Source: an optimization exercise on an open RTL-to-GDS flow (aim: small area). Production flows keep margins and buffers that such runs may drop.
The RTL was checked by simulation tests, not by an equivalence proof against the original design.
The flow treats the clock pin as an ideal source, which a real chip does not have.
Power and IR drop assume default switching activity.

// apb_slave_timer
module apb_slave_timer(clk, rst,
			psel, penable, pwrite, paddr, pwdata, prdata,
			pready,
			irq);
	input	clk;
	input	rst;
	input	psel;
	input	penable;
	input	pwrite;
	input	[15:0] paddr;
	input	[31:0] pwdata;
	output	reg [31:0] prdata;
	output	reg pready;
	output	irq;
	localparam BLK = 8;
	reg	[1:0] tmr_cfg;
	reg	[31:0] tmr_cnt_n;	 
	reg	[31:0] tmr_div_n;	 
	reg	[31:0] tmr_free_cnt;
	wire	[31:0] tmr_cnt = ~tmr_cnt_n;
	wire	[31:0] tmr_div = ~tmr_div_n;
	assign irq = tmr_cfg[1];
	wire	wr = psel & penable & pwrite & ~|paddr[15:2];
	wire	w0 = wr & (paddr[1:0] == 2'd0);
	wire	w1 = wr & (paddr[1:0] == 2'd1);
	wire	w2 = wr & (paddr[1:0] == 2'd2);
	wire	w3 = wr & (paddr[1:0] == 2'd3);
	wire	ld1 = w1 & ~rst, kp1 = ~(w1 | rst);
	wire	ld2 = w2 & ~rst, kp2 = ~(w2 | rst);
	wire	ld3 = w3 & ~rst, kp3 = ~(w3 | rst);
	genvar i, k;
	wire	[32:0] fc;		 
	wire	[32/BLK:0] fbc;		 
	assign	fbc[0] = 1'b1;
	generate for (k = 0; k < 32/BLK; k = k + 1) begin : g_fb
		assign fbc[k+1] = fbc[k] & (&tmr_free_cnt[k*BLK +: BLK]);
		assign fc[k*BLK] = fbc[k];
		for (i = k*BLK; i < k*BLK + BLK - 1; i = i + 1) begin : g_fc
			assign fc[i+1] = fc[i] & tmr_free_cnt[i];
		end
	end endgenerate
	wire	[31:0] free_inc = tmr_free_cnt ^ fc[31:0];
	wire	[32:0] bc;
	wire	[32/BLK:0] bbc;
	assign	bbc[0] = tmr_cfg[0];
	generate for (k = 0; k < 32/BLK; k = k + 1) begin : g_bb
		assign bbc[k+1] = bbc[k] & (&tmr_cnt_n[k*BLK +: BLK]);
		assign bc[k*BLK] = bbc[k];
		for (i = k*BLK; i < k*BLK + BLK - 1; i = i + 1) begin : g_bc
			assign bc[i+1] = bc[i] & tmr_cnt_n[i];
		end
	end endgenerate
	wire	[31:0] cnt_dec = tmr_cnt ^ bc[31:0];
	wire	hit = bbc[32/BLK];	 
	wire	ld_en = w0 & ~tmr_cfg[0] & pwdata[0];
	wire	[31:0] cnt_nx = (cnt_dec | {32{ld_en}}) & (tmr_div | {32{~(hit | ld_en)}});
always	@(posedge clk) begin
	tmr_free_cnt <= ({32{ld3}} & pwdata) | ({32{kp3}} & free_inc);
	tmr_div_n <= ~(({32{ld2}} & pwdata) | ({32{kp2}} & tmr_div));
	tmr_cnt_n <= ~(({32{ld1}} & pwdata) | ({32{kp1}} & cnt_nx));
	if (rst)
		tmr_cfg <= 2'b00;
	else if (w0)
		tmr_cfg <= pwdata[1:0];
	else if (hit)
		tmr_cfg[1] <= 1'b1;
	pready <= psel & penable;
  ...
Size in the first run: roughly 450 cells after synthesis, about 87 I/O pins, ~5200 sq um of cells after synthesis.
==> flow/config.mk <==
export PLATFORM = sky130hd
export DESIGN_NAME = apb_slave_timer
export DESIGN_NICKNAME = apb_slave_timer
export VERILOG_FILES = /design/flow/design.v
export SDC_FILE = /design/flow/constraint.sdc
export NUM_CORES = 4
export LEC_CHECK = 0
export ABC_AREA = 1
export CAP_MARGIN = 20
export CORE_MARGIN = 2
export CORE_UTILIZATION = 60
export SLEW_MARGIN = 20
==> flow/constraint.sdc <==
create_clock -name core_clock -period 5.0 [get_ports {clk}]
set_input_delay 1.0000 -clock core_clock [delete_from_list [all_inputs] [get_ports {clk}]]
set_output_delay 1.0000 -clock core_clock [all_outputs]
set_load 0.01 [all_outputs]
standard.sh (not shown) runs the stock make flow with config.mk's settings and CLKGATE_MAP_FILE= SYNTH_SCRIPT=/design/flow/synth_recipe.tcl, a recipe that flattens the netlist after the stock synthesis.
==> flow/flow/run.sh <==
#!/bin/bash
# Own layout flow: the standard ORFS flow, except
#  - synthesis: the standard synthesis runs first (its registers, names and
#    cells are kept); then flow/gen_netlist.py writes the datapath as cells
#    with those register names, Yosys/ABC (flow/abc_area.script) maps the
#    remaining control logic, and that netlist replaces 1_2_yosys.v. If any
#    of this fails, the standard netlist is kept.
#  - port buffers of the smallest buffer cell;
#  - a clock tree of small clock buffers, without dummy loads.
# Each tool's output goes to its own log file here (and ORFS's under orfs/logs).
set -euo pipefail
W=$PWD
PLAT=${FLOW_PLATFORM:-sky130hd}
RES=$W/orfs/results/$PLAT/apb_slave_timer/base
LOGS=$W/orfs/logs/$PLAT/apb_slave_timer/base
LIB=$FLOW_HOME/platforms/$PLAT/lib/sky130_fd_sc_hd__tt_025C_1v80.lib

bash standard.sh synth > "$W/make_synth.log" 2>&1
cp "$RES/1_2_yosys.v" "$W/standard_1_2_yosys.v"

own_ok=0
if python3 "$W/flow/gen_netlist.py" "$W/standard_1_2_yosys.v" "$W/mixed.v" > "$W/gen_netlist.log" 2>&1; then
  DU=$(grep -o -- '-dont_use [^ ]*' "$LOGS/1_2_yosys.log" | sort -u | tr '\n' ' ')
  sed -e "s|@LIB@|$LIB|g" -e "s|@MIXED@|$W/mixed.v|" -e "s|@ABC@|$W/flow/abc_area.script|" \
      -e "s|@DONTUSE@|$DU|" -e "s|@OUT@|$W/own_1_2_yosys.v|" "$W/flow/own_synth.ys.in" > "$W/own_synth.ys"
  if yosys -l "$W/own_synth.log" "$W/own_synth.ys" > /dev/null 2>&1; then
    own_ok=1
  fi
fi
echo "own synthesis used: $own_ok" | tee "$W/own_synth_used.txt"
if [[ $own_ok == 1 ]]; then
  cp "$W/own_1_2_yosys.v" "$RES/1_2_yosys.v"
  rm -f "$RES/1_synth.odb" "$RES/1_synth.sdc"
  bash standard.sh synth > "$W/make_synth2.log" 2>&1
fi

export BUFFER_PORTS_ARGS="-buffer_cell sky130_fd_sc_hd__buf_1"
export CTS_ARGS="-sink_clustering_enable -repair_clock_nets -dont_use_dummy_load -buf_list {sky130_fd_sc_hd__clkbuf_4 sky130_fd_sc_hd__clkbuf_8}"
bash standard.sh > "$W/make_layout.log" 2>&1
==> flow/flow/abc_area.script <==
&get -n
&st
&dch -f
&nf -a
&put
topo
==> flow/flow/gen_netlist.py <==
#!/usr/bin/env python3
"""Write the design's datapath as sky130hd cells, with the control logic left as
Verilog for Yosys/ABC to map.

usage: gen_netlist.py STANDARD_NETLIST OUT.v

STANDARD_NETLIST is the standard synthesis of rtl/apb_slave_timer.v; the
flip-flops here take its instance names (one per register bit), so the layout
keeps the standard synthesis's registers.  Exits non-zero if the registers do
not match what this script builds.
"""
import re
import sys

std, out = sys.argv[1], sys.argv[2]
txt = open(std).read()
names = {}
for typ, inst in re.findall(r'\n\s*(sky130_fd_sc_hd__\w+)\s+(\\\S+|\w+)\s*\(', txt):
    if not typ.startswith('sky130_fd_sc_hd__df'):
        continue
    if typ != 'sky130_fd_sc_hd__dfxtp_1':
        sys.exit(f'unexpected register cell {typ} {inst}')
    m = re.match(r'\\(\w+)(?:\[(\d+)\])?\$_\w+$', inst)
    if not m:
        sys.exit(f'unexpected register name {inst}')
    key = (m.group(1), int(m.group(2)) if m.group(2) is not None else None)
    names[key] = inst

want = {('pready', None)}
for i in range(2):
    want.add(('tmr_cfg', i))
for r in ('tmr_cnt_n', 'tmr_div_n', 'tmr_free_cnt', 'prdata'):
    for i in range(32):
        want.add((r, i))
if set(names) != want:
    sys.exit(f'registers differ: {sorted(set(names) ^ want)}')

# carry blocks of the free-running counter and the countdown borrow chain:
# block start bits (each block ripples through half adders from its carry in)
FREE_BLOCKS = [0, 12, 22]
CNT_BLOCKS = [0, 11, 22]

L = []
w = L.append
cells = []
n_inst = [0]


def cell(typ, **pins):
    n_inst[0] += 1
    conn = ', '.join(f'.{p}({n})' for p, n in pins.items())
    cells.append(f'  sky130_fd_sc_hd__{typ} g{n_inst[0]} ({conn});')


def ff(reg, i, d, q):
    inst = names[(reg, i)]
    cells.append(f'  sky130_fd_sc_hd__dfxtp_1 {inst} (.CLK(clk), .D({d}), .Q({q}));')


w('module apb_slave_timer(clk, rst, psel, penable, pwrite, paddr, pwdata, prdata, pready, irq);')
w('  input clk; input rst; input psel; input penable; input pwrite;')
w('  input [15:0] paddr; input [31:0] pwdata;')
w('  output [31:0] prdata; output pready; output irq;')
w('  wire [1:0] tmr_cfg; wire [31:0] tmr_cnt_n, tmr_div_n, tmr_free_cnt;')
w('  wire [31:0] cn_d, dn_d, fr_d, pr_d;')
w('  wire [32:0] fc, bc;')
w('  wire [31:0] fs, cs, cy, rn;')
w('  wire cfg0_d, cfg1_d, pready_d;')
w('  assign irq = tmr_cfg[1];')
# control, mapped by ABC
w('  wire wr = psel & penable & pwrite & ~|paddr[15:2];')
w('  wire w0 = wr & (paddr[1:0] == 2\'d0);')
w('  wire w1 = wr & (paddr[1:0] == 2\'d1);')
w('  wire w2 = wr & (paddr[1:0] == 2\'d2);')
w('  wire w3 = wr & (paddr[1:0] == 2\'d3);')
w('  wire ld1 = w1 & ~rst, kp1n = w1 | rst;')
w('  wire ld2 = w2 & ~rst, kp2n = w2 | rst;')
w('  wire ld3 = w3 & ~rst, kp3 = ~(w3 | rst);')
w('  wire hit = tmr_cfg[0] & (&tmr_cnt_n);')
w('  wire ld_en = w0 & ~tmr_cfg[0] & pwdata[0];')
w('  wire len = ~ld_en;')
w('  wire rl = hit | ld_en;')
w('  wire s2n = ~(paddr[1] & ~paddr[0]);')
w('  wire s3 = paddr[1] & paddr[0];')
w('  assign pready_d = psel & penable;')
w('  assign cfg0_d = rst ? 1\'b0 : w0 ? pwdata[0] : tmr_cfg[0];')
w('  assign cfg1_d = rst ? 1\'b0 : w0 ? pwdata[1] : (tmr_cfg[1] | hit);')
w('  wire [1:0] cfgr = paddr[1] ? (paddr[0] ? tmr_free_cnt[1:0] : ~tmr_div_n[1:0]) : (paddr[0] ? ~tmr_cnt_n[1:0] : tmr_cfg);')
w('  assign pr_d[1:0] = cfgr;')
# block carries (lookahead), mapped by ABC
w("  assign fc[0] = 1'b1;")
for k, b in enumerate(FREE_BLOCKS):
    if b:
        w(f'  assign fc[{b}] = &tmr_free_cnt[{b-1}:0];')
w('  assign bc[0] = tmr_cfg[0];')
for k, b in enumerate(CNT_BLOCKS):
    if b:
        w(f'  assign bc[{b}] = tmr_cfg[0] & (&tmr_cnt_n[{b-1}:0]);')
# free bit 0: no half adder (carry in is 1)
w("  assign fr_d[0] = (ld3 & pwdata[0]) | (kp3 & ~tmr_free_cnt[0]);")
w('  assign fc[1] = tmr_free_cnt[0];')

for i in range(32):
    # free-running counter: sum through a half adder (xor at a block's end)
    if i > 0:
        last = (i + 1 in FREE_BLOCKS) or i == 31
        if last:
            cell('xor2_1', A=f'tmr_free_cnt[{i}]', B=f'fc[{i}]', X=f'fs[{i}]')
        else:
            cell('ha_1', A=f'tmr_free_cnt[{i}]', B=f'fc[{i}]', SUM=f'fs[{i}]', COUT=f'fc[{i+1}]')
        cell('a22o_1', A1='ld3', A2=f'pwdata[{i}]', B1='kp3', B2=f'fs[{i}]', X=f'fr_d[{i}]')
    # divisor (held inverted): ~((div & keep) | (load & pwdata))
    cell('a2bb2oi_1', A1_N=f'tmr_div_n[{i}]', A2_N='kp2n', B1='ld2', B2=f'pwdata[{i}]', Y=f'dn_d[{i}]')
    # countdown (held inverted): cs = ~(cnt - borrow)
    last = (i + 1 in CNT_BLOCKS) or i == 31
    if last:
        cell('xor2_1', A=f'tmr_cnt_n[{i}]', B=f'bc[{i}]', X=f'cs[{i}]')
    else:
        cell('ha_1', A=f'tmr_cnt_n[{i}]', B=f'bc[{i}]', SUM=f'cs[{i}]', COUT=f'bc[{i+1}]')
    # cy = keep & ((dec | ld_en) & (div | ~rl)); on a hit dec is all ones
    cell('a221oi_1', A1=f'cs[{i}]', A2='len', B1=f'tmr_div_n[{i}]', B2='rl', C1='kp1n', Y=f'cy[{i}]')
    cell('a21oi_1', A1='ld1', A2=f'pwdata[{i}]', B1=f'cy[{i}]', Y=f'cn_d[{i}]')
    # read mux, bits 31:2: paddr[1] ? (paddr[0] ? free : div) : cnt
    if i >= 2:
        cell('a2bb2oi_1', A1_N=f'tmr_div_n[{i}]', A2_N='s2n', B1='s3', B2=f'tmr_free_cnt[{i}]', Y=f'rn[{i}]')
        cell('o21ai_0', A1='paddr[1]', A2=f'tmr_cnt_n[{i}]', B1=f'rn[{i}]', Y=f'pr_d[{i}]')

for i in range(32):
    ff('tmr_free_cnt', i, f'fr_d[{i}]', f'tmr_free_cnt[{i}]')
    ff('tmr_div_n', i, f'dn_d[{i}]', f'tmr_div_n[{i}]')
    ff('tmr_cnt_n', i, f'cn_d[{i}]', f'tmr_cnt_n[{i}]')
    ff('prdata', i, f'pr_d[{i}]', f'prdata[{i}]')
ff('tmr_cfg', 0, 'cfg0_d', 'tmr_cfg[0]')
ff('tmr_cfg', 1, 'cfg1_d', 'tmr_cfg[1]')
ff('pready', None, 'pready_d', 'pready')

open(out, 'w').write('\n'.join(L + cells + ['endmodule', '']))
Other scripts of this flow, unchanged in this note and not shown: flow/flow/own_synth.ys.in
Edit:
--- a/flow/flow/run.sh
+++ b/flow/flow/run.sh
@@ -8,3 +8,5 @@
 #  - port buffers of the smallest buffer cell;
-#  - a clock tree of small clock buffers, without dummy loads.
+#  - a clock tree of clkbuf_4 buffers, without dummy loads; flow/cts_hook.tcl
+#    then swaps any clock buffer whose flip-flop clock pins see a slew above
+#    OWN_CTS_MAX_SLEW for the next stronger one.
 # Each tool's output goes to its own log file here (and ORFS's under orfs/logs).
@@ -37,3 +39,5 @@
 export BUFFER_PORTS_ARGS="-buffer_cell sky130_fd_sc_hd__buf_1"
-export CTS_ARGS="-sink_clustering_enable -repair_clock_nets -dont_use_dummy_load -buf_list {sky130_fd_sc_hd__clkbuf_4 sky130_fd_sc_hd__clkbuf_8}"
+export CTS_ARGS="-sink_clustering_enable -repair_clock_nets -dont_use_dummy_load -buf_list {sky130_fd_sc_hd__clkbuf_4}"
+export PRE_CTS_TCL="$W/flow/cts_hook.tcl"
+export OWN_CTS_MAX_SLEW=0.110
 bash standard.sh > "$W/make_layout.log" 2>&1
==> flow/flow/abc_area.script (replaced) <==
&get -n
&st
&dc2
&dch -f
&nf -a -p
&put
topo
==> flow/flow/cts_hook.tcl (new file) <==
# PRE_CTS hook. clock_tree_synthesis (run by ORFS's cts.tcl with CTS_ARGS) is
# wrapped: after the tree is built from small clock buffers, every clock
# buffer whose flip-flop clock pins see a slew above OWN_CTS_MAX_SLEW (ns,
# placement estimate) is swapped for the next stronger clock buffer, until
# none does. cts.tcl legalizes the placement right after.
rename clock_tree_synthesis own_orig_clock_tree_synthesis
proc clock_tree_synthesis { args } {
  own_orig_clock_tree_synthesis {*}$args
  set_propagated_clock [all_clocks]
  set limit $::env(OWN_CTS_MAX_SLEW)
  set next [dict create sky130_fd_sc_hd__clkbuf_1 sky130_fd_sc_hd__clkbuf_2 \
    sky130_fd_sc_hd__clkbuf_2 sky130_fd_sc_hd__clkbuf_4 \
    sky130_fd_sc_hd__clkbuf_4 sky130_fd_sc_hd__clkbuf_8 \
    sky130_fd_sc_hd__clkbuf_8 sky130_fd_sc_hd__clkbuf_16]
  set db [ord::get_db]
  for {set pass 0} {$pass < 4} {incr pass} {
    estimate_parasitics -placement
    set swapped 0
    foreach inst [[ord::get_db_block] getInsts] {
      set m [[$inst getMaster] getName]
      if {![dict exists $next $m]} continue
      set x [$inst findITerm X]
      if {$x eq "NULL" || [$x getNet] eq "NULL"} continue
      set worst 0
      foreach it [[$x getNet] getITerms] {
        if {[[$it getMTerm] getName] ne "CLK"} continue
        set pin [get_pins "[[$it getInst] getName]/CLK"]
        set s [get_property $pin slew_max]
        if {$s > $worst} { set worst $s }
      }
      if {$worst > $limit} {
        $inst swapMaster [$db findMaster [dict get $next $m]]
        incr swapped
        puts "own cts: [$inst getName] $m -> [dict get $next $m] (flip-flop clock slew $worst)"
      }
    }
    if {$swapped == 0} break
  }
}
Settings changed: CAP_MARGIN 20 to 10, SLEW_MARGIN 20 to 10.
Total power shrinks by 9.5%.
Global-route usage fell by 1.0 points.
Clock-buffer cell count stays the same.
Edit:
--- a/flow/flow/gen_netlist.py
+++ b/flow/flow/gen_netlist.py
@@ -39,4 +39,4 @@
 # block start bits (each block ripples through half adders from its carry in)
-FREE_BLOCKS = [0, 12, 22]
-CNT_BLOCKS = [0, 11, 22]
+FREE_BLOCKS = [0, 17]
+CNT_BLOCKS = [0, 12, 22]
 
Settings changed: CAP_MARGIN 10 to 20, SLEW_MARGIN 10 to 20.
=>
- total power went up slightly
- non-clock buffer count went down by 1
- synthesized cell count is about the same
- clock power went up by a few percent
- cell count went down slightly
- maximum frequency went down by about a fifth
Edit:
--- a/flow/flow/gen_netlist.py
+++ b/flow/flow/gen_netlist.py
@@ -39,4 +39,4 @@
 # block start bits (each block ripples through half adders from its carry in)
-FREE_BLOCKS = [0, 17]
-CNT_BLOCKS = [0, 12, 22]
+FREE_BLOCKS = [0, 12, 22]
+CNT_BLOCKS = [0, 11, 22]
 
Design area is lower by 0.34%.
Routed wire length barely changes.
Core utilization drops by 0.24 points.
Clock-buffer cell count is unchanged.
Synthesized area stays flat.
Setup slack improved by 0.53 ns.
Sequential share of layout area went up by 0.15 points.
Edit:
==> flow/flow/abc_area.script (replaced) <==
&get -n
&st
&dch -f
&nf -a
&put
topo
Result:
- design area is higher by 0.90%
- clock power is higher by 5.3%
- critical path depth is lower by 8
- die area hardly moves

==> port drivers added, routing unchanged <==
The flow's constraints put no driver on any port. The routed layouts listed below were extracted and timed again, unchanged, in two steps. Step 1: set_driving_cell puts a clkbuf_16 on clk and a buf_2 on each other input, an assumption about the parent block. Step 2 times the ports against the registers' clock, not the clock port: input delays grow and output delays shrink by t, the midpoint of the rising clock arrivals with the driver on. Slacks: ideal / step 1 / step 2; pairs: ideal / step 1.
| run | t (ns) | setup WS [ns] | hold WS [ns] | worst setup path after step 2 | clock arrival spread, ns |
|---|---|---|---|---|---|
| the first run | 0.452 | 1.716 / 1.731 / 1.279 | 0.470 / 0.470 / 0.470 | input to register | 0.030 / 0.030 |
| the second run | 0.508 | 1.850 / 1.850 / 1.791 | 0.468 / 0.468 / 0.468 | input to register | 0.036 / 0.036 |
| the third run | 0.524 | 1.316 / 1.316 / 1.316 | 0.461 / 0.461 / 0.461 | register to register | 0.030 / 0.030 |
| the fourth run | 0.508 | 1.850 / 1.850 / 1.791 | 0.468 / 0.468 / 0.468 | input to register | 0.036 / 0.036 |
| the fifth run | 0.537 | 1.760 / 1.773 / 1.236 | 0.442 / 0.442 / 0.442 | input to register | 0.033 / 0.034 |
After both steps every run listed still meets setup and hold. The setup slack of the fifth run, which loses most, moves by +0.013 ns with the drivers and by -0.524 ns with both steps.
